This design comes from an exercise in tuning for small area on the open sky130 flow, not from production work.
At most, simulation tests tie the RTL to the original design; equivalence was not proved.
No functional check of the RTL was part of runs 1 to 3 and 5.
The clock cells of runs 1 to 5 and 7 come from the design's own scripts or RTL, not from TritonCTS.
The flow treats the clock pin as an ideal source. Dropping or thinning the clock tree relies on that and would not hold on a real chip.
Power figures rest on the tool's default switching activity, not on a simulated workload.

--- flow/flow/run.sh ---
#!/bin/bash
set -euo pipefail
export BUFFER_PORTS_ARGS="-buffer_cell sky130_fd_sc_hd__buf_1"
export CLK_GROUPS=3
export CLK_GROUP_CELL=sky130_fd_sc_hd__clkbuf_8
export PRE_CTS_TCL="$(pwd)/flow/clk_groups.tcl"
bash standard.sh > standard_flow.log 2>&1
--- flow/flow/clk_groups.tcl ---
# Sourced before CTS: the clock tree becomes a few clock buffers driven
# straight from the clock port, each feeding one group of nearby registers.
# CLK_GROUPS (number of groups) and CLK_GROUP_CELL (buffer) come from run.sh.
rename clock_tree_synthesis __std_clock_tree_synthesis
proc clock_tree_synthesis { args } {
  set k $::env(CLK_GROUPS)
  set cell $::env(CLK_GROUP_CELL)
  set block [ord::get_db_block]
  set net [$block findNet sys_clk]
  set sinks {}
  foreach it [$net getITerms] {
    set inst [$it getInst]
    set loc [$inst getLocation]
    lappend sinks [list [lindex $loc 0] [lindex $loc 1] [$inst getName] [[$it getMTerm] getName]]
  }
  set n [llength $sinks]
  # groups: k stripes by x, or a 2x2 grid for k = 4
  set groups {}
  if { $k == 4 } {
    set byx [lsort -integer -index 0 $sinks]
    set half [expr {$n / 2}]
    foreach part [list [lrange $byx 0 [expr {$half - 1}]] [lrange $byx $half end]] {
      set byy [lsort -integer -index 1 $part]
      set h2 [expr {[llength $byy] / 2}]
      lappend groups [lrange $byy 0 [expr {$h2 - 1}]] [lrange $byy $h2 end]
    }
  } else {
    set byx [lsort -integer -index 0 $sinks]
    for {set g 0} {$g < $k} {incr g} {
      set lo [expr {$g * $n / $k}]
      set hi [expr {($g + 1) * $n / $k - 1}]
      lappend groups [lrange $byx $lo $hi]
    }
  }
  set g 0
  foreach grp $groups {
    set sx 0; set sy 0; set pins {}
    foreach s $grp {
      set sx [expr {$sx + [lindex $s 0]}]
      set sy [expr {$sy + [lindex $s 1]}]
      lappend pins [get_pins "[lindex $s 2]/[lindex $s 3]"]
    }
    set m [llength $grp]
    set x [expr {$sx / $m / 1000.0}]
    set y [expr {$sy / $m / 1000.0}]
    puts "clk_groups: group $g of $m registers, $cell at $x $y"
    insert_buffer -buffer_cell $cell -net sys_clk -load_pins $pins \
      -location [list $x $y] -buffer_name clkbuf_g$g -net_name clknet_g$g
    incr g
  }
  set_propagated_clock [all_clocks]
}
--- flow/standard.sh ---
#!/bin/bash
# synth_recipe.tcl (not shown) runs the flow's synth.tcl, then flattens the netlist and writes it again
# the make line also repeats each setting of config.mk as NAME=value (left out here)
make -C /OpenROAD-flow-scripts/flow DESIGN_CONFIG=/design/flow/config.mk WORK_HOME=/design/flow/orfs CLKGATE_MAP_FILE= SYNTH_SCRIPT=/design/flow/synth_recipe.tcl "${@:-finish}"
--- flow/config.mk ---
export PLATFORM = sky130hd
export DESIGN_NAME = seg_595_dynamic
export DESIGN_NICKNAME = seg_595_dynamic
export VERILOG_FILES = /design/flow/design.v
export SDC_FILE = /design/flow/constraint.sdc
export NUM_CORES = 4
export LEC_CHECK = 0
export CAP_MARGIN = 20
export CORE_MARGIN = 2
export CORE_UTILIZATION = 60
export SLEW_MARGIN = 20
--- flow/constraint.sdc ---
create_clock -name core_clock -period 10.0 [get_ports {sys_clk}]
set_input_delay 2.0000 -clock core_clock [delete_from_list [all_inputs] [get_ports {sys_clk}]]
set_output_delay 2.0000 -clock core_clock [all_outputs]
set_load 0.01 [all_outputs]
--- flow/design.v ---
module seg_dynamic
(
    input wire sys_clk,
    input wire sys_rst_n,
    input wire [13:0] data,
    input wire [3:0] point,
    input wire seg_en,
    input wire sign,
    output wire stcp,
    output reg shcp,
    output reg ds
);
reg [1:0]  a2;
reg [3:0]  m;
wire [3:0] a = {m[1:0], a2};    
reg [11:0] w;
reg [2:0]  cs;     
wire wtop = w[11] & w[10] & w[5] & w[4];    
wire wend = wtop & w[2];                    
wire ewin = wtop & ~w[2];                   
wire [1:0] wl = w[1:0];
wire [11:0] winc = w + 1'b1;    
always @(posedge sys_clk or negedge sys_rst_n)
    if (!sys_rst_n) begin
        a2 <= 2'd1;
        m <= 4'd0;
        w <= 12'd3124;
    end else begin
        a2 <= a2 + 1'b1;
        if (a2 == 2'd3)
            m <= (m == 4'd11) ? 4'd0 : m + 1'b1;
        if (a == 4'd15)
            w <= winc & ~({12{wend}} & 12'b1100_0011_0101);
    end
wire flag = wend & (a == 4'd0);    
always @(posedge sys_clk or negedge sys_rst_n)
    if (!sys_rst_n)
        cs <= 3'd0;
    else if (flag)
        cs <= {cs[1:0], ~cs[2]};
wire s0 = ~cs[2] & ~cs[0];
wire s1 = ~cs[1] &  cs[0];
wire s2 = ~cs[2] &  cs[1];
wire s3 =  cs[2] &  cs[0];
wire s4 =  cs[1] & ~cs[0];
wire shi = cs[2] & ~cs[0];           
wire codd = cs[2] ^ cs[1] ^ cs[0];
reg  [15:0] rs;                           
localparam [15:0] RINV = 16'hAAAA;         
wire [15:0] r = rs ^ RINV;
reg [3:0]  rem;
reg        qf;     
reg        pf;     
wire [1:0] W = wl;
wire load  = ewin & (a == 4'd2) & (W == {1'b0, ~codd});
wire start = ewin & (((W == 2'd0) & (a == 4'd3)) | ((W == 2'd1) & (a == 4'd3)) |
                     ((W == 2'd2) & (a == 4'd2)) | ((W == 2'd3) & (a == 4'd1)));
wire tap16 = ewin & ((W == 2'd0) | ((W == 2'd1) & (a < 4'd3)));
reg  rot;
always @(*)
    case (1'b1)
        s0: rot = ewin & ((W != 2'd3) | (a == 4'd0));
        s1: rot = ewin & (~W[1] | ((W == 2'd2) & (a < 4'd2)));
        default: rot = 1'b0;
    endcase
wire       top  = tap16 ? r[15] : r[14];
wire [3:0] rin  = (start | ~ewin) ? 4'd0 : rem;
wire [2:0] ru   = rin[3:1];
wire       qbit = ru[0] ^ rin[0];                           
reg  [2:0] un;                                              
always @(*)
    case ({ru, top})
        4'b000_0: un = 3'd0;
        4'b000_1: un = 3'd1;
        4'b001_0: un = 3'd2;
        4'b001_1: un = 3'd3;
        4'b010_0: un = 3'd4;
        4'b010_1: un = 3'd0;
        4'b011_0: un = 3'd1;
        4'b011_1: un = 3'd2;
        4'b100_0: un = 3'd3;
        4'b100_1: un = 3'd4;
        default:  un = {2'b00, top};
    endcase
always @(posedge sys_clk) begin
    rs  <= ({r[14:0], rot ? top : qbit} | {2'b00, {14{load}} & data}) ^ RINV;
    rem <= {un, top};
    qf  <= start ? qbit : (qf | qbit);
    if (start)
        pf <= (rem != 4'd0);
end
wire [3:0] pc = {point[3], |point[3:2], |point[3:1], |point[3:0]};    
reg  kc, kl;
always @(*)
    case (1'b1)
        s1: begin kc = pc[1]; kl = pc[0]; end
        s2: begin kc = pc[2]; kl = pc[1]; end
        default: begin kc = pc[3]; kl = pc[2]; end
    endcase
reg kc_d, z_d;
always @(posedge sys_clk) begin
    kc_d <= kc;
    z_d  <= (pf | kl) & sign;    
end
wire show = s0 | qf | (rem != 4'd0) | kc_d;
wire [3:0] nib = shi ? 4'd0 : show ? rem : {3'b111, ~z_d};    
reg [3:0] dd;
reg       dot;
always @(posedge sys_clk or negedge sys_rst_n)
    if (!sys_rst_n) begin
        dd  <= 4'd0;
        dot <= 1'b1;
    end else if (flag) begin
        if (seg_en)
            dd <= nib;
        dot <= ~((s0 & point[0]) | (s1 & point[1]) | (s2 & point[2]) | (s3 & point[3]));
    end
reg [7:0] seg;    
always @(*)
    case (dd)
        4'b0000: seg = {dot, 7'b100_0000};    
        4'b0011: seg = {dot, 7'b111_1001};    
        4'b0100: seg = {dot, 7'b010_0100};    
        4'b0111: seg = {dot, 7'b011_0000};    
        4'b1000: seg = {dot, 7'b001_1001};    
        4'b0001: seg = {dot, 7'b001_0010};    
        4'b0010: seg = {dot, 7'b000_0010};    
        4'b0101: seg = {dot, 7'b111_1000};    
        4'b0110: seg = {dot, 7'b000_0000};    
        4'b1001: seg = {dot, 7'b001_0000};    
        4'b1110: seg = 8'b1011_1111;          
        default: seg = 8'b1111_1111;          
    endcase
wire [3:0] sel = {s4, s3, s2, s1};
wire [11:0] frame = {seg[0], seg[1], seg[2], seg[3], seg[4], seg[5], seg[6], seg[7], sel};
reg ds_pre;    
always @(posedge sys_clk)
    ds_pre <= frame[m];
always @(posedge sys_clk or negedge sys_rst_n)
    if (!sys_rst_n) begin
        ds   <= 1'b0;
        shcp <= 1'b0;
    end else begin
        if ((a2 == 2'd1) & shcp)    
            ds <= ds_pre;
        shcp <= a2[1] ~^ a2[0];    
    end
assign stcp = shcp & (a2 == 2'd1) & (m == 4'd0);
endmodule
module seg_595_dynamic
(
    input wire sys_clk,
    input wire sys_rst_n,
    input wire [13:0] data,
    input wire [3:0] point,
    input wire seg_en,
    input wire sign,
    output wire stcp,
    output wire shcp,
    output wire ds,
    output wire oe
);
seg_dynamic seg_dynamic_inst
(
    .sys_clk(sys_clk),
    .sys_rst_n(sys_rst_n),
    .data(data),
    .point(point),
    .seg_en(seg_en),
    .sign(sign),
    .stcp(stcp),
    .shcp(shcp),
    .ds(ds)
);
assign oe = ~sys_rst_n;
endmodule
==> flow_metrics.env, run 1 <==
export IMPL_outcome="finished clean"
export IMPL_synth_async_reset_ratio=0.528
export IMPL_grt_setup_unrepaired="no"
export IMPL_grt_max_degree=30
export IMPL_crit_type="in2out"
export IMPL_placeableCoreArea_um2=4060
export IMPL_dr_pass1_iters=4
export IMPL_setup_worst_path_start_class="primary input"
export IMPL_synth_sequential_area_ratio=0.477
export IMPL_min_path_type="reg2reg"
export IMPL_fin_hold_ws_ns=0.368
export IMPL_comb_power_share=0.035
export IMPL_worstPathBufferInverterCount=4
export IMPL_crit_chain="buf_1 -> buf_4 -> inv_1 -> buf_1"
export IMPL_fmax_ghz=0.217
export IMPL_post_route_drc_count=0
export IMPL_antenna_left=0
export IMPL_post_dp_hpwl_um=3300
export IMPL_arrival_ns=2.62
export IMPL_path_clk_slew_ns=0.11
export IMPL_power_static_leakage_nw=1.18
export IMPL_fp_dieH_um=69.3
export IMPL_final_layout_size_suffix_gt1_frac=0.0931
export IMPL_maxCapViolations=0
export IMPL_final_period_minus_worst_setup_slack_ns=4.62
export IMPL_vias_in_the_first_global_route=1839
export IMPL_final_period_utilization=0.462
export IMPL_design_final_nets=325
export IMPL_viasPerCell=5.51
export IMPL_relSlewSlack=0.563
export IMPL_post_synth_instance_area_um2=2560
export IMPL_regToRegEndpoint="seg_dynamic_inst.rem[1]"
export IMPL_ir_worst_vdd_uv=129
export IMPL_grt_antenna_before_repair=0
export IMPL_avgRoutedWirePerCell_um=13.2
export IMPL_gr_total_overflow=0
export IMPL_die_width_um=69.3
export IMPL_cts_setup_buffers=0
export IMPL_via_count=1873
export IMPL_hold_path_depth=1
export IMPL_grt_first_pass_wirelength_um=8090
export IMPL_area_growth_synth_to_final_pct=6.80
export IMPL_dominantRegCellSynth="sky130_fd_sc_hd__dfxtp_1"
export IMPL_r2r_setup_slack_ns=7.62
export IMPL_clockPowerShare=0.260
export IMPL_powerDensity_nw_per_um2=113
export IMPL_groute_usage_overall=0.195
export IMPL_max_slew_worst_pin_slew_ns=0.651
export IMPL_yosysWarnings=1
export IMPL_timing_hold_worst_start="seg_dynamic_inst.rs[13]"
export IMPL_timing_critical_path_mode_cell="sky130_fd_sc_hd__buf_1"
export IMPL_clock_latency_ns=0.16
export IMPL_post_synth_edffs=1
export IMPL_num_rows=23
export IMPL_syn_inst=272
export IMPL_antenna_cell_count=0
export IMPL_initial_utilization=0.630
export IMPL_syn_mean_instance_area_um2=9.40
export IMPL_cp_top_family="buffers and inverters"
export IMPL_p_sw_uw=60.8
export IMPL_synth_nets=305
export IMPL_relative_contribution_of_sequential_cells_to_total_power=0.705
export IMPL_min_delay_worst_endpoint="seg_dynamic_inst.rs[14]"
export IMPL_worst_endpoint_required_ns=8.00
export IMPL_place_detailed_instances=337
export IMPL_hold_bufs_at_cts=0
export IMPL_cts_resized=0
export IMPL_port_buffers=25
export IMPL_end_kind="primary output"
export IMPL_slowest_stage="sky130_fd_sc_hd__buf_4"
export IMPL_final_cells=340
export IMPL_rr_worst_depth=7
export IMPL_yosys_cell_types_count=56
export IMPL_synth_ff_latch_count=53
export IMPL_fin_tns_setup_ns=0
export IMPL_fp_dieArea_um2=4800
export IMPL_critical_path_reg2reg_startpoint="seg_dynamic_inst.a2[0]"
export IMPL_slowest_delay_ns=0.33
export IMPL_pin_count=26
export IMPL_routabilityCongestion=0.856
export IMPL_finalSetupViolations=0
export IMPL_layout_core_utilization=0.673
export IMPL_cp_max_fo=29
export IMPL_slew_violations=0
export IMPL_worst_clock_skew_ns=0.0146
export IMPL_sw_frac_of_total=0.197
export IMPL_finalHoldViolCount=0
export IMPL_dr_first_iter_drc_count=97
export IMPL_routed_wirelength_um=4480
export IMPL_internal_power_uw=248
-- state kept, by name (all words and copies together), names as in the netlist --
| name | flops |
|---|---|
| seg_dynamic_inst.dot | 1 |
| seg_dynamic_inst.shcp | 1 |
| seg_dynamic_inst.w | 12 |
| seg_dynamic_inst.m | 4 |
| seg_dynamic_inst.pf | 1 |
| seg_dynamic_inst.ds_pre | 1 |
| seg_dynamic_inst.qf | 1 |
| seg_dynamic_inst.dd | 4 |
| seg_dynamic_inst.cs | 3 |
| seg_dynamic_inst.z_d | 1 |
| seg_dynamic_inst.kc_d | 1 |
| seg_dynamic_inst.ds | 1 |
| seg_dynamic_inst.rs | 16 |
| seg_dynamic_inst.a2 | 2 |
| seg_dynamic_inst.rem | 4 |
-- worst register-to-register path: cells and delay by family, from the launching register on --
| kind | cells | cell delay [ns] |
|---|---|---|
| flops | 1 | 0.57 |
| compound gates | 4 | 1.23 |
| fa+ha+maj | 1 | 0.21 |
| buf+inv | 1 | 0.07 |
| simple gates | 1 | 0.20 |
-- routing by layer --
layer,share of wire,GRT usage
met5,0,0
met4,0.027,0.0458
met3,0.030,0.0131
met2,0.46,0.332
met1,0.48,0.275
-- synthesized netlist by cell type (3+ instances only) --
| library cell | n | area (um^2) |
|---|---|---|
| sky130_fd_sc_hd__dfstp_2 | 7 | 184 |
| sky130_fd_sc_hd__dfrtp_1 | 21 | 526 |
| sky130_fd_sc_hd__nor3_1 | 5 | 25.0 |
| sky130_fd_sc_hd__a21oi_1 | 16 | 80.1 |
| sky130_fd_sc_hd__nand2b_1 | 6 | 37.5 |
| sky130_fd_sc_hd__clkbuf_1 | 6 | 22.5 |
| sky130_fd_sc_hd__inv_1 | 15 | 56.3 |
| sky130_fd_sc_hd__nor2_1 | 20 | 75.1 |
| sky130_fd_sc_hd__dfxtp_1 | 24 | 480 |
| sky130_fd_sc_hd__nand3b_1 | 4 | 30.0 |
| sky130_fd_sc_hd__nand2_1 | 33 | 124 |
| sky130_fd_sc_hd__nor4_1 | 3 | 18.8 |
| sky130_fd_sc_hd__o21ai_0 | 25 | 125 |
| sky130_fd_sc_hd__buf_2 | 3 | 15.0 |
| sky130_fd_sc_hd__xnor2_1 | 6 | 52.6 |
| sky130_fd_sc_hd__nand3_1 | 8 | 40.0 |
| sky130_fd_sc_hd__mux2i_1 | 5 | 50.1 |
| sky130_fd_sc_hd__mux2_2 | 4 | 45.0 |
| sky130_fd_sc_hd__ha_1 | 11 | 138 |
| sky130_fd_sc_hd__xor2_1 | 5 | 43.8 |
-- cells in the final DEF, fill, tap and decap left out, types with 7 or more instances in the layout --
cell type and n:
sky130_fd_sc_hd__nand3_1 8, sky130_fd_sc_hd__dfrtp_1 21, sky130_fd_sc_hd__buf_1 25, sky130_fd_sc_hd__nor2_1 20
sky130_fd_sc_hd__inv_1 15, sky130_fd_sc_hd__a21oi_1 16, sky130_fd_sc_hd__dfstp_2 7, sky130_fd_sc_hd__dfxtp_1 24
sky130_fd_sc_hd__ha_1 11, sky130_fd_sc_hd__o21ai_0 25, sky130_fd_sc_hd__nand2_1 33
-- area by class of cell, clock buffers not listed --
type                    instances  area (um^2)
repair buffers                 26          101
flip-flops and latches         53         1220
well taps                      50         62.6
fillers                       350         1330
multi-input cells             191         1240
inverters                      17         63.8
-- logic make-up (layout without fill, tap and decap cells) --
logic type               count (synthesis)  in the layout  synth area share
AO/OA/AOI/OAI                           65             65             0.158
XOR/XNOR                                11             11            0.0377
adder cells (fa/ha/maj)                 11             11            0.0538
buffers and inverters                   28             46            0.0431
flip-flops                              53             53             0.477
multiplexers                            10             10            0.0431
AND/OR/NAND/NOR                         94             94             0.187
-- power by group through the flow --
stage                     Sequential, mW  Clock (mW)  Combinational (mW)
after floorplan                    0.220           0             0.00538
after global placement             0.222           0              0.0107
after detailed placement           0.222           0              0.0110
after CTS                          0.217      0.0850              0.0110
after global routing               0.218      0.0911              0.0127
final                              0.217      0.0803              0.0108
-- how the worst max path moves through the flow --
| stage | from | endpoint | slack [ns] | cells past startpoint |
|---|---|---|---|---|
| 3_5_place_dp | sys_rst_n | oe | 5.37 | 4 |
| 3_3_place_gp | sys_rst_n | oe | 5.38 | 4 |
| 4_1_cts | sys_rst_n | oe | 5.36 | 4 |
| 6_report | sys_rst_n | oe | 5.38 | 4 |
| 2_1_floorplan | sys_rst_n | oe | 5.93 | 1 |
| 5_1_grt | sys_rst_n | oe | 5.26 | 4 |
-- stage by stage --
step | worst slack (ns) | power, mW | instance area (um^2)
4_1_cts | 5.36 | 0.313 | 2720
3_5_place_dp | 5.37 | 0.233 | 2680
3_3_place_gp | 5.38 | 0.232 | 2680
5_1_grt | 5.26 | 0.322 | 2730
6_report | 5.38 | 0.308 | 2730
2_1_floorplan | 5.93 | 0.226 | 2560
==> run 2: changes to the inputs <==
--- a/flow/design.v
+++ b/flow/design.v
@@ -49,7 +49,6 @@
 localparam [15:0] RINV = 16'hAAAA;         
 wire [15:0] r = rs ^ RINV;
 reg [3:0]  rem;
-reg        qf;     
 reg        pf;     
 wire [1:0] W = wl;
 wire load  = ewin & (a == 4'd2) & (W == {1'b0, ~codd});
@@ -85,7 +84,6 @@
 always @(posedge sys_clk) begin
     rs  <= ({r[14:0], rot ? top : qbit} | {2'b00, {14{load}} & data}) ^ RINV;
     rem <= {un, top};
-    qf  <= start ? qbit : (qf | qbit);
     if (start)
         pf <= (rem != 4'd0);
 end
@@ -102,7 +100,7 @@
     kc_d <= kc;
     z_d  <= (pf | kl) & sign;    
 end
-wire show = s0 | qf | (rem != 4'd0) | kc_d;
+wire show = s0 | (r[6:0] != 7'd0) | (rem != 4'd0) | kc_d;
 wire [3:0] nib = shi ? 4'd0 : show ? rem : {3'b111, ~z_d};    
 reg [3:0] dd;
 reg       dot;
==> flow_metrics.env, run 2 <==
export IMPL_arrival_ns=2.62
export IMPL_viasPerCell=5.72
export IMPL_pin_count=26
export IMPL_final_common_cell="sky130_fd_sc_hd__nand2_1"
export IMPL_yosysTopAreaCell="sky130_fd_sc_hd__dfrtp_1"
export IMPL_fin_hold_ws_ns=0.364
export IMPL_groute_usage_overall=0.201
export IMPL_slowest_stage="sky130_fd_sc_hd__buf_4"
export IMPL_vias_in_the_first_global_route=1836
export IMPL_fp_dieH_um=69.5
export IMPL_cp_startpoint="sys_rst_n"
export IMPL_cp_top_family="buffers and inverters"
export IMPL_syn_mean_instance_area_um2=9.26
export IMPL_total_power_uw=296
export IMPL_post_route_drc_count=0
export IMPL_post_dp_hpwl_um=3630
export IMPL_timing_critical_path_depth=4
export IMPL_synth_async_reset_ratio=0.538
export IMPL_layout_top_registers="seg_dynamic_inst.rs: 16 flops, seg_dynamic_inst.w: 12 flops"
export IMPL_via_count=1986
export IMPL_min_path_type="reg2reg"
export IMPL_grt_max_degree=30
export IMPL_slew_violations=0
export IMPL_initial_utilization=0.634
export IMPL_netlist_area_leader_share=0.204
export IMPL_hold_path_depth=1
export IMPL_grt_first_pass_wirelength_um=8310
export IMPL_rr_worst_depth=8
export IMPL_post_synth_instance_area_um2=2570
export IMPL_gr_total_overflow=0
export IMPL_setup_worst_path_start_class="primary input"
export IMPL_cts_resized=0
export IMPL_dr_pass1_iters=4
export IMPL_area_growth_synth_to_final_pct=6.42
export IMPL_yosys_cell_types_count=53
export IMPL_antenna_left=0
export IMPL_design_final_nets=332
export IMPL_largest_register_ffs=16
export IMPL_avgRoutedWirePerCell_um=14.1
export IMPL_dominantRegCellSynth="sky130_fd_sc_hd__dfxtp_1"
export IMPL_synth_sequential_area_ratio=0.466
export IMPL_path_clk_slew_ns=0.10
export IMPL_fin_tns_setup_ns=0
export IMPL_fp_dieArea_um2=4830
export IMPL_max_slew_worst_pin_slew_ns=0.810
export IMPL_final_period_minus_worst_setup_slack_ns=4.62
export IMPL_timing_hold_worst_start="seg_dynamic_inst.rs[13]"
export IMPL_finalHoldViolCount=0
export IMPL_worstPathBufferInverterCount=4
export IMPL_end_kind="primary output"
export IMPL_clock_latency_ns=0.16
export IMPL_crit_chain="buf_1 -> buf_4 -> inv_1 -> buf_1"
export IMPL_final_period_utilization=0.462
export IMPL_ir_worst_vdd_uv=127
export IMPL_yosys_cell_count_top_type="sky130_fd_sc_hd__nand2_1"
export IMPL_powerDensity_nw_per_um2=108
export IMPL_routabilityCongestion=0.799
export IMPL_critical_path_reg2reg_startpoint="seg_dynamic_inst.m[1]"
export IMPL_worst_endpoint_required_ns=8.00
export IMPL_antenna_cell_count=0
export IMPL_timing_critical_path_mode_cell="sky130_fd_sc_hd__buf_1"
export IMPL_cts_setup_buffers=0
export IMPL_worst_clock_skew_ns=0.0135
export IMPL_finalSetupViolations=0
export IMPL_grt_setup_unrepaired="no"
export IMPL_num_rows=23
export IMPL_fillers=334
export IMPL_ys_top_cells_by_area="sky130_fd_sc_hd__dfrtp_1, sky130_fd_sc_hd__dfxtp_1, sky130_fd_sc_hd__dfstp_2"
export IMPL_dr_first_iter_drc_count=96
export IMPL_register_with_the_most_flip_flops="seg_dynamic_inst.rs"
export IMPL_relSlewSlack=0.457
export IMPL_crit_type="in2out"
export IMPL_hold_bufs_at_cts=0
export IMPL_maxCapViolations=0
export IMPL_yosysWarnings=1
export IMPL_syn_inst=278
export IMPL_grt_antenna_before_repair=0
export IMPL_port_buffers=25
export IMPL_synth_ff_latch_count=52
export IMPL_placeableCoreArea_um2=4060
export IMPL_cp_max_fo=29
export IMPL_slowest_delay_ns=0.33
export IMPL_die_width_um=69.5
export IMPL_power_static_leakage_nw=1.13
export IMPL_most_common_layout_cells="sky130_fd_sc_hd__nand2_1, sky130_fd_sc_hd__buf_1, sky130_fd_sc_hd__dfxtp_1, sky130_fd_sc_hd__o21ai_0, sky130_fd_sc_hd__dfrtp_1"
export IMPL_yosys_top_cells_count="sky130_fd_sc_hd__nand2_1, sky130_fd_sc_hd__dfxtp_1, sky130_fd_sc_hd__dfrtp_1, sky130_fd_sc_hd__o21ai_0, sky130_fd_sc_hd__a21oi_1"
export IMPL_synth_nets=311
export IMPL_outcome="finished clean"
export IMPL_post_synth_edffs=1
export IMPL_final_layout_size_suffix_gt1_frac=0.0808
export IMPL_fmax_ghz=0.216
export IMPL_routed_wirelength_um=4880
run 2: changes by cell type in the layout (fill, tap and decap cells not counted), moves of 3 or more:
cell | before | now
sky130_fd_sc_hd__nand2_1 | 33 | 36
sky130_fd_sc_hd__o21ai_0 | 25 | 21
sky130_fd_sc_hd__xnor2_1 | 6 | 9
sky130_fd_sc_hd__nor2_1 | 20 | 15
sky130_fd_sc_hd__nand3_1 | 8 | 11
run 2: layout make-up, clock buffers not listed:
class | instances | area [um^2] | share of cell area
Tap cell | 50 | 62.6 | 0.0228
Multi-Input combinational cell | 198 | 1270 | 0.462
Sequential cell | 52 | 1200 | 0.438
Inverter | 18 | 67.6 | 0.0247
Timing Repair Buffer | 26 | 101 | 0.0370
run 2: final timing paths:
| path | end | slack (ns) |
|---|---|---|
| max reg2reg | seg_dynamic_inst.rem[1] | 7.27 |
| max in group asynchronous | seg_dynamic_inst.a2[0] | 7.86 |
| min reg2reg | seg_dynamic_inst.rs[14] | 0.36 |
| min | seg_dynamic_inst.rs[14] | 0.36 |
| max | oe | 5.38 |
| min in group asynchronous | seg_dynamic_inst.w[6] | 1.81 |
run 2: worst register-to-register path, stage by stage (launching register included):
cell                       delay [ns]
sky130_fd_sc_hd__dfrtp_1         0.51
sky130_fd_sc_hd__inv_1           0.18
sky130_fd_sc_hd__ha_1            0.36
sky130_fd_sc_hd__nand3b_2        0.17
sky130_fd_sc_hd__a211oi_2        0.29
sky130_fd_sc_hd__mux2i_2         0.36
sky130_fd_sc_hd__inv_2           0.10
sky130_fd_sc_hd__or4_1           0.48
sky130_fd_sc_hd__o221ai_1        0.18
run 2: cell families after synthesis:
family | after synthesis | synth area share
DFF | 52 | 0.466
adders and majority gates | 11 | 0.0535
muxes | 8 | 0.0345
xor gates and xnor gates | 12 | 0.0408
and+or+nand+nor | 100 | 0.202
AOI/OAI and AO/OA | 67 | 0.161
buffers and inverters | 28 | 0.0418
run 2: where the power goes:
part	switching [mW]	internal (mW)	total, mW	leakage, nW
Sequential	0.0000968	0.210	0.210	0.544
Combinational	0.00442	0.00288	0.00730	0.564
Clock	0.0506	0.0279	0.0786	0.0216
Total	0.0552	0.241	0.296	1.13
run 2: metrics by stage:
step | cell area (um^2) | setup WS [ns] | utilization | cells
floorplan | 2570 | 5.93 | - | 278
finish | 2740 | 5.38 | 0.675 | 347
CTS | 2740 | 5.34 | 0.675 | 347
detailed placement | 2700 | 5.34 | 0.665 | 344
global route | 2740 | 5.26 | 0.675 | 347
global placement | 2700 | 5.37 | 0.665 | 344
run 2: layer usage:
| layer | up-vias | routed length (um) | GRT usage | part of all wire |
|---|---|---|---|---|
| met4 | 0 | 38 | 0.0153 | 0.0078 |
| met5 | - | 0 | 0 | 0 |
| met3 | 3 | 175 | 0.0189 | 0.036 |
| met1 | 942 | 2400 | 0.282 | 0.49 |
| met2 | 33 | 2270 | 0.354 | 0.46 |
| li1 | 1008 | - | - | - |
==> run 3: changes to the inputs <==
--- a/flow/design.v
+++ b/flow/design.v
@@ -19,7 +19,10 @@
 wire wend = wtop & w[2];                    
 wire ewin = wtop & ~w[2];                   
 wire [1:0] wl = w[1:0];
-wire [11:0] winc = w + 1'b1;    
+wire mt = (a2 == 2'd3);                      
+wire wt = mt & (m[1:0] == 2'd3);             
+wire [3:0]  minc = m + mt;                   
+wire [11:0] winc = w + wt;                   
 always @(posedge sys_clk or negedge sys_rst_n)
     if (!sys_rst_n) begin
         a2 <= 2'd1;
@@ -27,10 +30,8 @@
         w <= 12'd3124;
     end else begin
         a2 <= a2 + 1'b1;
-        if (a2 == 2'd3)
-            m <= (m == 4'd11) ? 4'd0 : m + 1'b1;
-        if (a == 4'd15)
-            w <= winc & ~({12{wend}} & 12'b1100_0011_0101);
+        m <= minc & ~({4{mt & m[3] & m[1] & m[0]}} & 4'b1100);
+        w <= winc & ~({12{wt & wend}} & 12'b1100_0011_0101);
     end
 wire flag = wend & (a == 4'd0);    
 always @(posedge sys_clk or negedge sys_rst_n)
@@ -45,9 +46,7 @@
 wire s4 =  cs[1] & ~cs[0];
 wire shi = cs[2] & ~cs[0];           
 wire codd = cs[2] ^ cs[1] ^ cs[0];
-reg  [15:0] rs;                           
-localparam [15:0] RINV = 16'hAAAA;         
-wire [15:0] r = rs ^ RINV;
+reg [15:0] r;
 reg [3:0]  rem;
 reg        pf;     
 wire [1:0] W = wl;
@@ -82,7 +81,7 @@
         default:  un = {2'b00, top};
     endcase
 always @(posedge sys_clk) begin
-    rs  <= ({r[14:0], rot ? top : qbit} | {2'b00, {14{load}} & data}) ^ RINV;
+    r   <= {r[14:0], rot ? top : qbit} | {2'b00, {14{load}} & data};
     rem <= {un, top};
     if (start)
         pf <= (rem != 4'd0);
==> flow_metrics.env, run 3 <==
export IMPL_outcome="finished clean"
export IMPL_hold_bufs_at_cts=0
export IMPL_die_width_um=69.5
export IMPL_power_static_leakage_nw=1.26
export IMPL_crit_type="in2out"
export IMPL_syn_inst=259
export IMPL_cts_resized=0
export IMPL_yosysWarnings=1
export IMPL_slew_violations=0
export IMPL_fmax_ghz=0.217
export IMPL_largest_register_ffs=16
export IMPL_pin_count=26
export IMPL_yosysTopAreaCell="sky130_fd_sc_hd__dfrtp_1"
export IMPL_yosys_top_cells_count="sky130_fd_sc_hd__dfxtp_1, sky130_fd_sc_hd__dfrtp_1, sky130_fd_sc_hd__nand2_1"
export IMPL_dr_first_iter_drc_count=65
export IMPL_routabilityCongestion=0.816
export IMPL_gr_total_overflow=0
export IMPL_final_period_minus_worst_setup_slack_ns=4.60
export IMPL_total_power_uw=300
export IMPL_layout_core_utilization=0.668
export IMPL_r2r_setup_slack_ns=7.84
export IMPL_post_dp_hpwl_um=3360
export IMPL_hold_path_depth=0
export IMPL_worst_clock_skew_ns=0.0187
export IMPL_synth_ff_latch_count=52
export IMPL_cp_max_fo=29
export IMPL_final_period_utilization=0.460
export IMPL_port_buffers=25
export IMPL_final_layout_size_suffix_gt1_frac=0.0945
export IMPL_num_rows=23
export IMPL_maxCapViolations=0
export IMPL_ys_top_cells_by_area="sky130_fd_sc_hd__dfrtp_1, sky130_fd_sc_hd__dfxtp_1, sky130_fd_sc_hd__dfstp_2"
export IMPL_most_common_layout_cells="sky130_fd_sc_hd__buf_1, sky130_fd_sc_hd__dfxtp_1, sky130_fd_sc_hd__dfrtp_1, sky130_fd_sc_hd__nand2_1, sky130_fd_sc_hd__o21ai_0"
export IMPL_setup_worst_path_start_class="primary input"
export IMPL_grt_antenna_before_repair=0
export IMPL_fin_tns_setup_ns=0
export IMPL_grt_first_pass_wirelength_um=8090
export IMPL_netlist_area_leader_share=0.204
export IMPL_vias_in_the_first_global_route=1759
export IMPL_min_path_type="reg2reg"
export IMPL_post_synth_instance_area_um2=2580
export IMPL_path_clk_slew_ns=0.09
export IMPL_dr_pass1_iters=4
export IMPL_via_count=1872
export IMPL_cts_setup_buffers=0
export IMPL_antenna_cell_count=0
export IMPL_rr_worst_depth=6
export IMPL_design_final_nets=308
export IMPL_avgRoutedWirePerCell_um=13.9
export IMPL_syn_mean_instance_area_um2=9.95
export IMPL_synth_nets=290
export IMPL_placeableCoreArea_um2=4060
export IMPL_area_growth_synth_to_final_pct=5.15
export IMPL_viasPerCell=5.76
export IMPL_grt_setup_unrepaired="no"
export IMPL_finalHoldViolCount=0
export IMPL_groute_usage_overall=0.196
export IMPL_clock_latency_ns=0.16
export IMPL_final_common_cell="sky130_fd_sc_hd__buf_1"
export IMPL_ir_worst_vdd_uv=150
export IMPL_grt_max_degree=30
export IMPL_yosys_cell_count_top_type="sky130_fd_sc_hd__dfxtp_1"
export IMPL_initial_utilization=0.635
export IMPL_powerDensity_nw_per_um2=111
export IMPL_routed_wirelength_um=4530
export IMPL_synth_sequential_area_ratio=0.466
export IMPL_relSlewSlack=0.520
export IMPL_post_route_drc_count=0
export IMPL_fp_dieArea_um2=4830
export IMPL_end_kind="primary output"
export IMPL_worst_endpoint_required_ns=8.00
export IMPL_dominantRegCellSynth="sky130_fd_sc_hd__dfxtp_1"
export IMPL_yosys_cell_types_count=61
export IMPL_register_with_the_most_flip_flops="seg_dynamic_inst.r"
export IMPL_finalSetupViolations=0
export IMPL_layout_top_registers="seg_dynamic_inst.r: 16 flops, seg_dynamic_inst.w: 12 flops"
export IMPL_max_slew_worst_pin_slew_ns=0.714
export IMPL_post_synth_edffs=1
export IMPL_fp_dieH_um=69.5
export IMPL_synth_async_reset_ratio=0.538
export IMPL_arrival_ns=2.60
export IMPL_antenna_left=0
-- run 3: cell types whose count changed after synthesis, sizes merged, moves of 3 or more --
| cell | change |
|---|---|
| a21o | +13 |
| or2 | +3 |
| a22o | -3 |
| mux2 | -3 |
| buf | +3 |
| nor4 | +3 |
| nand2 | -16 |
| o211ai | +3 |
| inv | -4 |
| a21oi | -12 |
| nand3 | -3 |
-- run 3: cell families after synthesis --
family                     count (synthesis)  synth area share
xor gates and xnor gates                  15            0.0510
DFF                                       52             0.466
adders and majority gates                  9            0.0437
muxes                                      3            0.0121
and+or+nand+nor                           85             0.196
buffers and inverters                     27            0.0505
AOI/OAI and AO/OA                         68             0.181
-- run 3: per-layer routing --
| layer | share of wire | global-route usage | wire length (um) | vias to the layer above |
|---|---|---|---|---|
| li1 | - | - | - | 954 |
| met1 | 0.49 | 0.284 | 2200 | 892 |
| met2 | 0.48 | 0.332 | 2160 | 21 |
| met3 | 0.028 | 0.0160 | 125 | 5 |
| met4 | 0.0093 | 0.0218 | 42 | 0 |
| met5 | 0 | 0 | 0 | - |
-- run 3: final timing paths --
kind / from / endpoint
min: seg_dynamic_inst.r[13] / seg_dynamic_inst.r[14]
max in group asynchronous: sys_rst_n / seg_dynamic_inst.w[2]
max: sys_rst_n / oe
max reg2reg: seg_dynamic_inst.cs[2] / seg_dynamic_inst.r[12]
min in group asynchronous: sys_rst_n / seg_dynamic_inst.ds
min reg2reg: seg_dynamic_inst.r[13] / seg_dynamic_inst.r[14]
-- run 3: power breakdown --
group	internal, mW	switching [mW]
combinational	0.00406	0.00567
sequential	0.211	0.00196
clock	0.0279	0.0501
total	0.243	0.0577
-- run 3: critical path, cell delays in order --
cell	delay, ns
sky130_fd_sc_hd__buf_1	0.07
sky130_fd_sc_hd__buf_4	0.33
sky130_fd_sc_hd__inv_1	0.07
sky130_fd_sc_hd__buf_1	0.13
-- run 3: cell type report, clock buffers not listed --
| class | instances | area (um^2) |
|---|---|---|
| inverter | 14 | 57.6 |
| multi-input combinational | 180 | 1250 |
| sequential | 52 | 1200 |
| timing repair buffer | 26 | 101 |
| fill | 344 | 1350 |
| tap | 50 | 62.6 |
-- run 3: through the flow --
stage	worst slack (ns)	std cells	cell area [um^2]	hold WS [ns]
after detailed placement	5.37	322	2670	0.317
after global routing	5.30	325	2710	0.342
after CTS	5.37	325	2710	0.338
after global placement	5.38	322	2670	0.311
after floorplan	5.93	259	2580	0.310
final	5.40	325	2710	0.334
==> run 4: changes to the inputs <==
--- a/flow/design.v
+++ b/flow/design.v
@@ -48,6 +48,7 @@
 wire codd = cs[2] ^ cs[1] ^ cs[0];
 reg [15:0] r;
 reg [3:0]  rem;
+reg        qf;     
 reg        pf;     
 wire [1:0] W = wl;
 wire load  = ewin & (a == 4'd2) & (W == {1'b0, ~codd});
@@ -83,6 +84,7 @@
 always @(posedge sys_clk) begin
     r   <= {r[14:0], rot ? top : qbit} | {2'b00, {14{load}} & data};
     rem <= {un, top};
+    qf  <= start ? qbit : (qf | qbit);
     if (start)
         pf <= (rem != 4'd0);
 end
@@ -99,7 +101,7 @@
     kc_d <= kc;
     z_d  <= (pf | kl) & sign;    
 end
-wire show = s0 | (r[6:0] != 7'd0) | (rem != 4'd0) | kc_d;
+wire show = s0 | qf | (rem != 4'd0) | kc_d;
 wire [3:0] nib = shi ? 4'd0 : show ? rem : {3'b111, ~z_d};    
 reg [3:0] dd;
 reg       dot;
==> flow_metrics.env, run 4 <==
export IMPL_most_common_layout_cells="sky130_fd_sc_hd__buf_1, sky130_fd_sc_hd__dfxtp_1, sky130_fd_sc_hd__nand2_1, sky130_fd_sc_hd__dfrtp_1, sky130_fd_sc_hd__nor2_1"
export IMPL_cp_max_fo=29
export IMPL_fin_tns_setup_ns=0
export IMPL_total_power_uw=307
export IMPL_synth_sequential_area_ratio=0.490
export IMPL_outcome="finished clean"
export IMPL_syn_inst=249
export IMPL_antenna_left=0
export IMPL_yosysWarnings=1
export IMPL_fmax_ghz=0.217
export IMPL_crit_type="in2out"
export IMPL_yosysTopAreaCell="sky130_fd_sc_hd__dfrtp_1"
export IMPL_dr_first_iter_drc_count=114
export IMPL_initial_utilization=0.622
export IMPL_min_delay_worst_endpoint="seg_dynamic_inst.r[14]"
export IMPL_routed_wirelength_um=4220
export IMPL_worst_clock_skew_ns=0.00738
export IMPL_rr_worst_depth=9
export IMPL_final_period_minus_worst_setup_slack_ns=4.61
export IMPL_yosys_cell_types_count=56
export IMPL_synth_nets=280
export IMPL_min_path_type="reg2reg"
export IMPL_hold_path_depth=0
export IMPL_yosys_cell_count_top_type="sky130_fd_sc_hd__dfxtp_1"
export IMPL_setup_worst_path_start_class="primary input"
export IMPL_fin_hold_ws_ns=0.331
export IMPL_netlist_area_leader_share=0.211
export IMPL_hold_bufs_at_cts=0
export IMPL_pin_count=26
export IMPL_dominantRegCellSynth="sky130_fd_sc_hd__dfxtp_1"
export IMPL_syn_mean_instance_area_um2=9.99
export IMPL_cts_resized=0
export IMPL_fp_dieArea_um2=4680
export IMPL_grt_setup_unrepaired="no"
export IMPL_gr_total_overflow=0
export IMPL_arrival_ns=2.61
export IMPL_r2r_setup_slack_ns=7.86
export IMPL_worstPathBufferInverterCount=4
export IMPL_slew_violations=0
export IMPL_relSlewSlack=0.684
export IMPL_timing_critical_path_mode_cell="sky130_fd_sc_hd__buf_1"
export IMPL_fillers=336
export IMPL_placeableCoreArea_um2=4000
export IMPL_post_synth_edffs=1
export IMPL_final_layout_size_suffix_gt1_frac=0.0714
export IMPL_num_rows=23
export IMPL_yosys_top_cells_count="sky130_fd_sc_hd__dfxtp_1, sky130_fd_sc_hd__dfrtp_1, sky130_fd_sc_hd__nand2_1"
export IMPL_register_area_um2=1220
export IMPL_cp_top_family="buffers and inverters"
export IMPL_vias_in_the_first_global_route=1595
export IMPL_post_dp_hpwl_um=3110
export IMPL_power_static_leakage_nw=1.20
export IMPL_groute_usage_overall=0.189
export IMPL_grt_max_degree=30
export IMPL_powerDensity_nw_per_um2=116
export IMPL_fp_dieH_um=68.4
export IMPL_path_clk_slew_ns=0.10
export IMPL_end_kind="primary output"
export IMPL_final_period_utilization=0.461
export IMPL_die_width_um=68.4
export IMPL_register_with_the_most_flip_flops="seg_dynamic_inst.r"
export IMPL_layout_top_registers="seg_dynamic_inst.r: 16 flops, seg_dynamic_inst.w: 12 flops"
export IMPL_design_final_nets=299
export IMPL_finalHoldViolCount=0
export IMPL_antenna_cell_count=0
export IMPL_critical_path_reg2reg_startpoint="seg_dynamic_inst.a2[0]"
export IMPL_via_count=1776
export IMPL_dr_pass1_iters=4
export IMPL_port_buffers=25
export IMPL_ys_top_cells_by_area="sky130_fd_sc_hd__dfrtp_1, sky130_fd_sc_hd__dfxtp_1, sky130_fd_sc_hd__dfstp_2"
export IMPL_largest_register_ffs=16
export IMPL_ir_worst_vdd_uv=146
export IMPL_post_synth_instance_area_um2=2490
export IMPL_viasPerCell=5.62
export IMPL_cts_setup_buffers=0
export IMPL_grt_first_pass_wirelength_um=7070
export IMPL_maxCapViolations=0
export IMPL_area_growth_synth_to_final_pct=6.03
export IMPL_synth_ff_latch_count=53
export IMPL_avgRoutedWirePerCell_um=13.3
export IMPL_clock_latency_ns=0.16
export IMPL_post_route_drc_count=0
export IMPL_regToRegEndpoint="seg_dynamic_inst.w[10]"
export IMPL_final_cells=316
export IMPL_final_common_cell="sky130_fd_sc_hd__buf_1"
export IMPL_place_detailed_instances=313
export IMPL_grt_antenna_before_repair=0
export IMPL_timing_critical_path_depth=4
export IMPL_finalSetupViolations=0
export IMPL_worst_endpoint_required_ns=8.00
export IMPL_multi_input_area_um2=1160
export IMPL_synth_async_reset_ratio=0.528
export IMPL_timing_hold_worst_start="seg_dynamic_inst.r[13]"
export IMPL_routabilityCongestion=0.779
export IMPL_slowest_delay_ns=0.34
export IMPL_max_slew_worst_pin_slew_ns=0.474
export IMPL_slowest_stage="sky130_fd_sc_hd__buf_4"
export IMPL_crit_chain="buf_1 -> buf_4 -> inv_1 -> buf_1"
run 4: cell count changes after synthesis, moves of 3 or more:
cell                       before  now
sky130_fd_sc_hd__a31oi_1        6    0
sky130_fd_sc_hd__mux2_2         1    4
sky130_fd_sc_hd__nand2b_1       6    3
sky130_fd_sc_hd__o211ai_1       3    0
sky130_fd_sc_hd__o21ai_0       19   16
sky130_fd_sc_hd__o22ai_1        0    3
sky130_fd_sc_hd__or2_2          3    0
sky130_fd_sc_hd__or3_1          0    3
run 4: power by group:
group,internal (mW),switching [mW]
sequential,0.215,0.00216
combinational,0.00486,0.00618
clock,0.0279,0.0510
total,0.248,0.0593
run 4: worst max path at each step:
stage,end,from,slack (ns)
CTS,oe,sys_rst_n,5.36
detailed placement,oe,sys_rst_n,5.37
global route,oe,sys_rst_n,5.26
floorplan,oe,sys_rst_n,5.93
global placement,oe,sys_rst_n,5.37
finish,oe,sys_rst_n,5.39
run 4: area by class of cell, clock buffers not listed:
cell class,instances,share of cell area
flip-flops and latches,53,0.462
inverters,13,0.0185
multi-input cells,171,0.441
repair buffers,26,0.0384
well taps,50,0.0237
run 4: cell families after synthesis:
kind of cell,synth area share
and+or+nand+nor,0.176
muxes,0.0342
DFF,0.490
AOI/OAI and AO/OA,0.160
buffers and inverters,0.0417
xor gates and xnor gates,0.0528
adders and majority gates,0.0452
run 4: per-layer routing:
metal	vias up	track usage	wire length, um
li1	908	-	-
met1	835	0.277	2110
met2	31	0.319	1940
met3	2	0.0148	140
met4	0	0.0150	27
met5	-	0	0
run 4: through the flow:
step / area (um^2) / setup WS (ns) / util
3_5_place_dp: 2600 / 5.37 / 0.649
6_report: 2640 / 5.39 / 0.660
4_1_cts: 2640 / 5.36 / 0.660
2_1_floorplan: 2490 / 5.93 / -
3_3_place_gp: 2600 / 5.37 / 0.649
5_1_grt: 2640 / 5.26 / 0.660
==> run 5: changes to the inputs <==
--- a/flow/design.v
+++ b/flow/design.v
@@ -54,6 +54,7 @@
 wire load  = ewin & (a == 4'd2) & (W == {1'b0, ~codd});
 wire start = ewin & (((W == 2'd0) & (a == 4'd3)) | ((W == 2'd1) & (a == 4'd3)) |
                      ((W == 2'd2) & (a == 4'd2)) | ((W == 2'd3) & (a == 4'd1)));
+wire last  = ewin & (W == 2'd3) & (a == 4'd15);
 wire tap16 = ewin & ((W == 2'd0) | ((W == 2'd1) & (a < 4'd3)));
 reg  rot;
 always @(*)
@@ -84,9 +85,11 @@
 always @(posedge sys_clk) begin
     r   <= {r[14:0], rot ? top : qbit} | {2'b00, {14{load}} & data};
     rem <= {un, top};
-    qf  <= start ? qbit : (qf | qbit);
+    qf  <= start ? qbit : (qf | qbit | (last & kc));
     if (start)
         pf <= (rem != 4'd0);
+    else if (last)
+        pf <= (pf | kl) & sign;
 end
 wire [3:0] pc = {point[3], |point[3:2], |point[3:1], |point[3:0]};    
 reg  kc, kl;
@@ -96,13 +99,8 @@
         s2: begin kc = pc[2]; kl = pc[1]; end
         default: begin kc = pc[3]; kl = pc[2]; end
     endcase
-reg kc_d, z_d;
-always @(posedge sys_clk) begin
-    kc_d <= kc;
-    z_d  <= (pf | kl) & sign;    
-end
-wire show = s0 | qf | (rem != 4'd0) | kc_d;
-wire [3:0] nib = shi ? 4'd0 : show ? rem : {3'b111, ~z_d};    
+wire show = s0 | qf | (rem != 4'd0);
+wire [3:0] nib = shi ? 4'd0 : show ? rem : {3'b111, ~pf};    
 reg [3:0] dd;
 reg       dot;
 always @(posedge sys_clk or negedge sys_rst_n)
==> flow_metrics.env, run 5 <==
export IMPL_outcome="finished clean"
export IMPL_synth_nets=284
export IMPL_groute_usage_overall=0.188
export IMPL_ys_top_cells_by_area="sky130_fd_sc_hd__dfrtp_1, sky130_fd_sc_hd__dfxtp_1, sky130_fd_sc_hd__dfstp_2"
export IMPL_post_place_ws_ns=5.37
export IMPL_clock_latency_ns=0.16
export IMPL_avgRoutedWirePerCell_um=13.1
export IMPL_finalHoldViolCount=0
export IMPL_most_common_layout_cells="sky130_fd_sc_hd__buf_1, sky130_fd_sc_hd__nand2_1, sky130_fd_sc_hd__dfxtp_1, sky130_fd_sc_hd__dfrtp_1, sky130_fd_sc_hd__o21ai_0"
export IMPL_timing_final_ws_setup_ns=5.40
export IMPL_synth_async_reset_ratio=0.549
export IMPL_pin_count=26
export IMPL_crit_type="in2out"
export IMPL_path_clk_slew_ns=0.10
export IMPL_largest_register_ffs=16
export IMPL_layout_top_registers="seg_dynamic_inst.r: 16 flops, seg_dynamic_inst.w: 12 flops"
export IMPL_post_route_drc_count=0
export IMPL_grt_setup_unrepaired="no"
export IMPL_power_static_leakage_nw=1.18
export IMPL_slowest_stage="sky130_fd_sc_hd__buf_4"
export IMPL_ir_worst_vdd_uv=160
export IMPL_yosys_cell_count_top_type="sky130_fd_sc_hd__nand2_1"
export IMPL_cts_resized=0
export IMPL_finalSetupViolations=0
export IMPL_crit_chain="buf_1 -> buf_4 -> inv_1 -> buf_1"
export IMPL_register_with_the_most_flip_flops="seg_dynamic_inst.r"
export IMPL_worstPathBufferInverterCount=4
export IMPL_dr_pass1_iters=4
export IMPL_yosys_top_cells_count="sky130_fd_sc_hd__nand2_1, sky130_fd_sc_hd__dfxtp_1, sky130_fd_sc_hd__dfrtp_1"
export IMPL_relative_contribution_of_sequential_cells_to_total_power=0.707
export IMPL_cp_top_family="buffers and inverters"
export IMPL_synth_sequential_area_ratio=0.475
export IMPL_port_buffers=25
export IMPL_comb_power_share=0.025
export IMPL_post_synth_instance_area_um2=2480
export IMPL_slowest_delay_ns=0.33
export IMPL_cts_setup_buffers=0
export IMPL_internal_power_uw=236
export IMPL_total_power_uw=290
export IMPL_grt_first_pass_wirelength_um=6910
export IMPL_yosysWarnings=1
export IMPL_post_dp_hpwl_um=3160
export IMPL_netlist_area_leader_share=0.212
export IMPL_postPlaceCellArea_um2=2590
export IMPL_worst_clock_skew_ns=0.0104
export IMPL_relSlewSlack=0.549
export IMPL_min_path_type="reg2reg"
export IMPL_synth_ff_latch_count=51
export IMPL_dr_first_iter_drc_count=111
export IMPL_end_kind="primary output"
export IMPL_maxCapViolations=0
export IMPL_yosys_cell_types_count=51
export IMPL_total_non_filler_cell_area_in_the_finished_layout_um2=2650
export IMPL_slew_violations=0
export IMPL_place_detailed_instances=317
export IMPL_fmax_ghz=0.218
export IMPL_placeableCoreArea_um2=4000
export IMPL_fin_hold_ws_ns=0.324
export IMPL_final_cells=320
export IMPL_final_period_utilization=0.460
export IMPL_viasPerCell=5.62
export IMPL_final_layout_size_suffix_gt1_frac=0.0815
export IMPL_clockPowerShare=0.268
export IMPL_post_synth_edffs=1
export IMPL_via_count=1797
export IMPL_final_period_minus_worst_setup_slack_ns=4.60
export IMPL_max_slew_worst_pin_slew_ns=0.673
export IMPL_routabilityCongestion=0.795
export IMPL_layout_core_utilization=0.661
export IMPL_syn_inst=253
export IMPL_grt_max_degree=30
export IMPL_p_sw_uw=54.2
export IMPL_powerDensity_nw_per_um2=110
export IMPL_final_common_cell="sky130_fd_sc_hd__buf_1"
export IMPL_fp_dieH_um=68.3
export IMPL_syn_mean_instance_area_um2=9.81
export IMPL_routed_wirelength_um=4210
export IMPL_fin_tns_setup_ns=0
export IMPL_num_rows=23
export IMPL_fillers=346
export IMPL_antenna_left=0
export IMPL_design_final_nets=303
export IMPL_cp_max_fo=29
export IMPL_hold_bufs_at_cts=0
export IMPL_vias_in_the_first_global_route=1487
export IMPL_sw_frac_of_total=0.187
export IMPL_arrival_ns=2.60
export IMPL_area_growth_synth_to_final_pct=6.55
export IMPL_gr_total_overflow=0
export IMPL_initial_utilization=0.621
export IMPL_timing_critical_path_mode_cell="sky130_fd_sc_hd__buf_1"
export IMPL_die_width_um=68.3
export IMPL_antenna_cell_count=0
export IMPL_setup_worst_path_start_class="primary input"
export IMPL_dominantRegCellSynth="sky130_fd_sc_hd__dfxtp_1"
export IMPL_grt_antenna_before_repair=0
export IMPL_worst_endpoint_required_ns=8.00
export IMPL_fp_dieArea_um2=4670
export IMPL_yosysTopAreaCell="sky130_fd_sc_hd__dfrtp_1"
[run 5: path summary, 6_finish.rpt]
path / slack, ns / cells after the start / to / start
setup reg to reg: 7.50 / 9 / seg_dynamic_inst.w[10] / seg_dynamic_inst.a2[0]
min in group asynchronous: 1.82 / 2 / seg_dynamic_inst.w[7] / sys_rst_n
max in group asynchronous: 7.88 / 2 / seg_dynamic_inst.dot / sys_rst_n
setup / recovery: 5.40 / 4 / oe / sys_rst_n
hold / removal: 0.32 / 0 / seg_dynamic_inst.r[14] / seg_dynamic_inst.r[13]
hold reg to reg: 0.32 / 0 / seg_dynamic_inst.r[14] / seg_dynamic_inst.r[13]
[run 5: routing by layer]
metal  track usage  part of all wire
met1         0.286              0.51
met2         0.307              0.45
met3        0.0115             0.036
met4        0.0100            0.0069
met5             0                 0
[run 5: logic make-up (layout without fill, tap and decap cells)]
group,count (synthesis),after routing,synth area share
AND/OR/NAND/NOR,88,88,0.189
AO/OA/AOI/OAI,58,58,0.161
flip-flops,51,51,0.475
buffers and inverters,24,41,0.0388
XOR/XNOR,14,14,0.0494
adder cells (fa/ha/maj),9,9,0.0454
multiplexers,9,9,0.0408
[run 5: cell type report, clock buffers not listed]
class / count / area (um^2) / share of cell area
inverter: 12 / 45.0 / 0.0170
multi-input combinational: 178 / 1210 / 0.459
timing repair buffer: 26 / 101 / 0.0383
sequential: 51 / 1180 / 0.446
tap: 50 / 62.6 / 0.0237
[run 5: worst reg2reg max path: cells and delay by family, from the launching register on]
family / cells / cell delay, ns
buf+inv: 1 / 0.17
simple gates: 4 / 0.90
fa+ha+maj: 3 / 0.67
compound gates: 1 / 0.14
flops: 1 / 0.56
[run 5: power by group through the flow]
stage | clock network [mW] | logic (mW) | registers, mW
final | 0.0779 | 0.00712 | 0.205
after global routing | 0.0888 | 0.00835 | 0.206
after CTS | 0.0812 | 0.00736 | 0.205
after detailed placement | 0 | 0.00735 | 0.210
after global placement | 0 | 0.00717 | 0.210
after floorplan | 0 | 0.00121 | 0.210
==> run 6: changes to the inputs <==
--- a/flow/design.v
+++ b/flow/design.v
@@ -54,7 +54,6 @@
 wire load  = ewin & (a == 4'd2) & (W == {1'b0, ~codd});
 wire start = ewin & (((W == 2'd0) & (a == 4'd3)) | ((W == 2'd1) & (a == 4'd3)) |
                      ((W == 2'd2) & (a == 4'd2)) | ((W == 2'd3) & (a == 4'd1)));
-wire last  = ewin & (W == 2'd3) & (a == 4'd15);
 wire tap16 = ewin & ((W == 2'd0) | ((W == 2'd1) & (a < 4'd3)));
 reg  rot;
 always @(*)
@@ -85,11 +84,9 @@
 always @(posedge sys_clk) begin
     r   <= {r[14:0], rot ? top : qbit} | {2'b00, {14{load}} & data};
     rem <= {un, top};
-    qf  <= start ? qbit : (qf | qbit | (last & kc));
+    qf  <= start ? qbit : (qf | qbit);
     if (start)
         pf <= (rem != 4'd0);
-    else if (last)
-        pf <= (pf | kl) & sign;
 end
 wire [3:0] pc = {point[3], |point[3:2], |point[3:1], |point[3:0]};    
 reg  kc, kl;
@@ -99,8 +96,13 @@
         s2: begin kc = pc[2]; kl = pc[1]; end
         default: begin kc = pc[3]; kl = pc[2]; end
     endcase
-wire show = s0 | qf | (rem != 4'd0);
-wire [3:0] nib = shi ? 4'd0 : show ? rem : {3'b111, ~pf};    
+reg kc_d, z_d;
+always @(posedge sys_clk) begin
+    kc_d <= kc;
+    z_d  <= (pf | kl) & sign;    
+end
+wire show = s0 | qf | (rem != 4'd0) | kc_d;
+wire [3:0] nib = shi ? 4'd0 : show ? rem : {3'b111, ~z_d};    
 reg [3:0] dd;
 reg       dot;
 always @(posedge sys_clk or negedge sys_rst_n)
--- a/flow/flow/run.sh
+++ b/flow/flow/run.sh
@@ -4,4 +4,5 @@
 export CLK_GROUPS=3
 export CLK_GROUP_CELL=sky130_fd_sc_hd__clkbuf_8
 export PRE_CTS_TCL="$(pwd)/flow/clk_groups.tcl"
+export POST_RESIZE_TCL="$(pwd)/flow/downsize.tcl"
 bash standard.sh > standard_flow.log 2>&1
==> flow/flow/downsize.tcl (new file) <==
# Sourced after the placement resizing step: every logic gate that synthesis
# mapped to a stronger drive is set to the smallest-area cell of its family,
# as the design has several ns of setup slack. Later repair steps may size up again.
set saved 0.0
foreach inst [[ord::get_db_block] getInsts] {
  set master [$inst getMaster]
  set name [$master getName]
  if { ![regexp {^(sky130_fd_sc_hd__)([a-z0-9]+)_([0-9]+)$} $name -> pre fam drive] } { continue }
  if { [regexp {^(df|sdf|edf|dl|buf|clk|inv|conb|tap|fill|decap|diode)} $fam] } { continue }
  set best $name
  set best_area [expr {[$master getWidth] * [$master getHeight]}]
  foreach lc [get_lib_cells ${pre}${fam}_*] {
    set cname [get_name $lc]
    if { ![regexp "^${pre}${fam}_\[0-9\]+\$" $cname] } { continue }
    if { [sta::is_dont_use $lc] } { continue }
    set m [[ord::get_db] findMaster $cname]
    if { $m eq "NULL" } { continue }
    set ar [expr {[$m getWidth] * [$m getHeight]}]
    if { $ar < $best_area } { set best $cname; set best_area $ar }
  }
  if { $best ne $name } {
    set saved [expr {$saved + ([$master getWidth] * [$master getHeight] - $best_area) / 1e6}]
    replace_cell [$inst getName] $best
  }
}
puts "downsize: saved [format %.2f $saved] um2"
==> flow_metrics.env, run 6 <==
export IMPL_fp_dieH_um=68.4
export IMPL_ys_top_cells_by_area="sky130_fd_sc_hd__dfrtp_1, sky130_fd_sc_hd__dfxtp_1, sky130_fd_sc_hd__dfstp_2"
export IMPL_synth_ff_latch_count=53
export IMPL_synth_sequential_area_ratio=0.490
export IMPL_syn_inst=249
export IMPL_synth_async_reset_ratio=0.528
export IMPL_synth_nets=280
export IMPL_post_synth_instance_area_um2=2490
export IMPL_netlist_area_leader_share=0.211
export IMPL_dominantRegCellSynth="sky130_fd_sc_hd__dfxtp_1"
export IMPL_yosys_cell_count_top_type="sky130_fd_sc_hd__dfxtp_1"
export IMPL_post_synth_edffs=1
export IMPL_num_rows=23
export IMPL_pin_count=26
export IMPL_yosys_cell_types_count=56
export IMPL_yosys_top_cells_count="sky130_fd_sc_hd__dfxtp_1, sky130_fd_sc_hd__dfrtp_1, sky130_fd_sc_hd__nand2_1"
export IMPL_initial_utilization=0.622
export IMPL_yosysWarnings=1
export IMPL_outcome="aborted with a tool error"
export IMPL_port_buffers=25
export IMPL_die_width_um=68.4
export IMPL_stop_stage="3_4_place_resized"
export IMPL_yosysTopAreaCell="sky130_fd_sc_hd__dfrtp_1"
export IMPL_routabilityCongestion=0.779
export IMPL_toolErrorMsg="Error: resize.tcl, 39 invalid command name \"sta::is_dont_use\""
export IMPL_syn_mean_instance_area_um2=9.99
[run 6: cell count changes after synthesis, moves of 2 or more]
cell / before / now
sky130_fd_sc_hd__nand4_1: 4 / 2
sky130_fd_sc_hd__nor2_1: 15 / 18
sky130_fd_sc_hd__a31oi_1: 4 / 0
sky130_fd_sc_hd__dfxtp_1: 22 / 24
sky130_fd_sc_hd__a21oi_1: 7 / 5
sky130_fd_sc_hd__o22ai_1: 1 / 3
sky130_fd_sc_hd__nand2b_1: 12 / 3
sky130_fd_sc_hd__and3_1: 2 / 4
sky130_fd_sc_hd__nand2_1: 23 / 21
sky130_fd_sc_hd__o21ai_0: 18 / 16
sky130_fd_sc_hd__nand3b_1: 1 / 3
sky130_fd_sc_hd__or4_1: 2 / 0
sky130_fd_sc_hd__a211oi_1: 3 / 0
[run 6: metrics by stage]
step | power, mW | instance area (um^2) | hold slack, ns
after global placement | 0.233 | 2600 | 0.313
after floorplan | 0.226 | 2490 | 0.310
[run 6: logic make-up after synthesis]
group / after synthesis / synth area share
and+or+nand+nor: 82 / 0.176
AOI/OAI and AO/OA: 57 / 0.160
DFF: 53 / 0.490
buffers and inverters: 25 / 0.0417
xor gates and xnor gates: 15 / 0.0528
adders and majority gates: 9 / 0.0452
muxes: 8 / 0.0342
[run 6: power groups by stage]
stage | clock network [mW] | logic, mW | registers, mW
after floorplan | 0 | 0.00520 | 0.220
after global placement | 0 | 0.0110 | 0.221
[run 6: worst max-delay path by stage]
stage,from,endpoint,cells past startpoint,slack [ns]
floorplan,sys_rst_n,oe,1,5.93
global placement,sys_rst_n,oe,4,5.37
==> run 7: changes to the inputs <==
--- a/flow/flow/downsize.tcl
+++ b/flow/flow/downsize.tcl
@@ -12,7 +12,9 @@
   foreach lc [get_lib_cells ${pre}${fam}_*] {
     set cname [get_name $lc]
     if { ![regexp "^${pre}${fam}_\[0-9\]+\$" $cname] } { continue }
-    if { [sta::is_dont_use $lc] } { continue }
+    set barred 0
+    foreach pat $::env(DONT_USE_CELLS) { if { [string match $pat $cname] } { set barred 1 } }
+    if { $barred } { continue }
     set m [[ord::get_db] findMaster $cname]
     if { $m eq "NULL" } { continue }
     set ar [expr {[$m getWidth] * [$m getHeight]}]
==> flow_metrics.env, run 7 <==
export IMPL_outcome="finished clean"
export IMPL_timing_final_ws_setup_ns=5.39
export IMPL_total_power_uw=307
export IMPL_relative_contribution_of_sequential_cells_to_total_power=0.708
export IMPL_sw_frac_of_total=0.192
export IMPL_grt_util_met3=0.0148
export IMPL_max_slew_worst_pin_slew_ns=0.803
export IMPL_yosysTopAreaCell="sky130_fd_sc_hd__dfrtp_1"
export IMPL_crit_type="in2out"
export IMPL_final_common_cell="sky130_fd_sc_hd__buf_1"
export IMPL_dr_first_iter_drc_count=113
export IMPL_grt_antenna_before_repair=0
export IMPL_area_growth_synth_to_final_pct=5.03
export IMPL_grt_max_degree=30
export IMPL_cts_resized=0
export IMPL_finalHoldViolCount=0
export IMPL_layout_core_utilization=0.653
export IMPL_dr_pass1_iters=4
export IMPL_crit_chain="buf_1 -> buf_4 -> inv_1 -> buf_1"
export IMPL_routabilityCongestion=0.779
export IMPL_fin_tns_setup_ns=0
export IMPL_syn_mean_instance_area_um2=9.99
export IMPL_port_buffers=25
export IMPL_via_count=1747
export IMPL_post_place_ws_ns=5.37
export IMPL_busiest_layer="met2"
export IMPL_powerDensity_nw_per_um2=117
export IMPL_avgRoutedWirePerCell_um=13.0
export IMPL_largest_register_ffs=16
export IMPL_maxCapViolations=0
export IMPL_grt_first_pass_wirelength_um=6980
export IMPL_groute_usage_overall=0.187
export IMPL_clockPowerShare=0.256
export IMPL_power_static_leakage_nw=1.20
export IMPL_antenna_cell_count=0
export IMPL_layout_top_registers="seg_dynamic_inst.r: 16 flops, seg_dynamic_inst.w: 12 flops"
export IMPL_placeableCoreArea_um2=4000
export IMPL_path_clk_slew_ns=0.10
export IMPL_register_with_the_most_flip_flops="seg_dynamic_inst.r"
export IMPL_cts_setup_buffers=0
export IMPL_vias_in_the_first_global_route=1592
export IMPL_slowest_stage="sky130_fd_sc_hd__buf_4"
export IMPL_final_period_utilization=0.461
export IMPL_synth_sequential_area_ratio=0.490
export IMPL_netlist_area_leader_share=0.211
export IMPL_finalSetupViolations=0
export IMPL_post_synth_instance_area_um2=2490
export IMPL_yosys_cell_types_count=56
export IMPL_antenna_left=0
export IMPL_cp_max_fo=29
export IMPL_clock_latency_ns=0.16
export IMPL_ys_top_cells_by_area="sky130_fd_sc_hd__dfrtp_1, sky130_fd_sc_hd__dfxtp_1, sky130_fd_sc_hd__dfstp_2"
export IMPL_routed_wirelength_um=4110
export IMPL_post_route_drc_count=0
export IMPL_worst_clock_skew_ns=0.00561
export IMPL_slew_violations=0
export IMPL_most_common_layout_cells="sky130_fd_sc_hd__buf_1, sky130_fd_sc_hd__dfxtp_1, sky130_fd_sc_hd__nand2_1, sky130_fd_sc_hd__dfrtp_1, sky130_fd_sc_hd__nor2_1"
export IMPL_comb_power_share=0.036
export IMPL_post_synth_edffs=1
export IMPL_dominantRegCellSynth="sky130_fd_sc_hd__dfxtp_1"
export IMPL_synth_nets=280
export IMPL_yosys_top_cells_count="sky130_fd_sc_hd__dfxtp_1, sky130_fd_sc_hd__dfrtp_1, sky130_fd_sc_hd__nand2_1"
export IMPL_yosys_cell_count_top_type="sky130_fd_sc_hd__dfxtp_1"
export IMPL_pin_count=26
export IMPL_relSlewSlack=0.451
export IMPL_initial_utilization=0.622
export IMPL_hold_bufs_at_cts=0
export IMPL_met2_usage=0.322
export IMPL_internal_power_uw=248
export IMPL_ir_worst_vdd_uv=146
export IMPL_slowest_delay_ns=0.34
export IMPL_yosysWarnings=1
export IMPL_final_layout_size_suffix_gt1_frac=0.0602
export IMPL_min_path_type="reg2reg"
export IMPL_num_rows=23
export IMPL_synth_ff_latch_count=53
export IMPL_viasPerCell=5.53
export IMPL_grt_setup_unrepaired="no"
export IMPL_setup_worst_path_start_class="primary input"
export IMPL_syn_inst=249
export IMPL_fp_dieH_um=68.4
export IMPL_design_final_nets=299
export IMPL_fmax_ghz=0.217
export IMPL_p_sw_uw=58.8
export IMPL_synth_async_reset_ratio=0.528
export IMPL_grt_use_met1=0.270
export IMPL_die_width_um=68.4
export IMPL_fp_dieArea_um2=4680
export IMPL_timing_critical_path_mode_cell="sky130_fd_sc_hd__buf_1"
export IMPL_gr_total_overflow=0
export IMPL_final_period_minus_worst_setup_slack_ns=4.61
export IMPL_post_dp_hpwl_um=3060
export IMPL_worst_endpoint_required_ns=8.00
export IMPL_end_kind="primary output"
export IMPL_arrival_ns=2.61
run 7: cell counts after synthesis:
No cell type changed its count.
run 7: layer usage:
| layer | up-vias | routed length (um) | part of all wire |
|---|---|---|---|
| met4 | 0 | 27 | 0.0066 |
| met3 | 2 | 153 | 0.037 |
| met5 | - | 0 | 0 |
| met2 | 32 | 1910 | 0.46 |
| met1 | 806 | 2030 | 0.49 |
| li1 | 907 | - | - |
run 7: final timing paths:
kind | from | to | slack [ns] | cells past startpoint
setup / recovery | sys_rst_n | oe | 5.39 | 4
hold reg to reg | seg_dynamic_inst.r[13] | seg_dynamic_inst.r[14] | 0.33 | 0
hold / removal | seg_dynamic_inst.r[13] | seg_dynamic_inst.r[14] | 0.33 | 0
max in group asynchronous | sys_rst_n | seg_dynamic_inst.dot | 7.86 | 2
min in group asynchronous | sys_rst_n | seg_dynamic_inst.w[9] | 1.83 | 2
setup reg to reg | seg_dynamic_inst.a2[0] | seg_dynamic_inst.qf | 7.77 | 6
run 7: area by class of cell, clock buffers not listed:
class,instances,area [um^2]
Sequential cell,53,1220
Timing Repair Buffer,26,101
Fill cell,323,1390
Multi-Input combinational cell,171,1140
Tap cell,50,62.6
Inverter,13,48.8
run 7: cell families (layout without fill, tap and decap cells):
| family | Yosys count | count (layout) | share of synthesized area |
|---|---|---|---|
| XOR/XNOR | 15 | 15 | 0.0528 |
| flip-flops | 53 | 53 | 0.490 |
| AO/OA/AOI/OAI | 57 | 57 | 0.160 |
| buffers and inverters | 25 | 42 | 0.0417 |
| adder cells (fa/ha/maj) | 9 | 9 | 0.0452 |
| AND/OR/NAND/NOR | 82 | 82 | 0.176 |
| multiplexers | 8 | 8 | 0.0342 |
run 7: per-stage QoR:
step / std cells / cell area, um^2 / hold slack (ns)
after global routing: 316 / 2610 / 0.345
after detailed placement: 313 / 2570 / 0.316
after CTS: 316 / 2610 / 0.340
after global placement: 313 / 2600 / 0.313
after floorplan: 249 / 2490 / 0.310
final: 316 / 2610 / 0.333
run 7: critical path: cells and delay by family:
kind,cells,cell delay (ns)
buffers and inverters,4,0.61
run 7: power groups by stage:
stage / clock, mW / combinational (mW) / sequential (mW)
after global placement: 0 / 0.0110 / 0.221
after CTS: 0.0816 / 0.0113 / 0.217
after detailed placement: 0 / 0.0112 / 0.221
final: 0.0786 / 0.0109 / 0.217
after floorplan: 0 / 0.00520 / 0.220
after global routing: 0.0883 / 0.0130 / 0.217
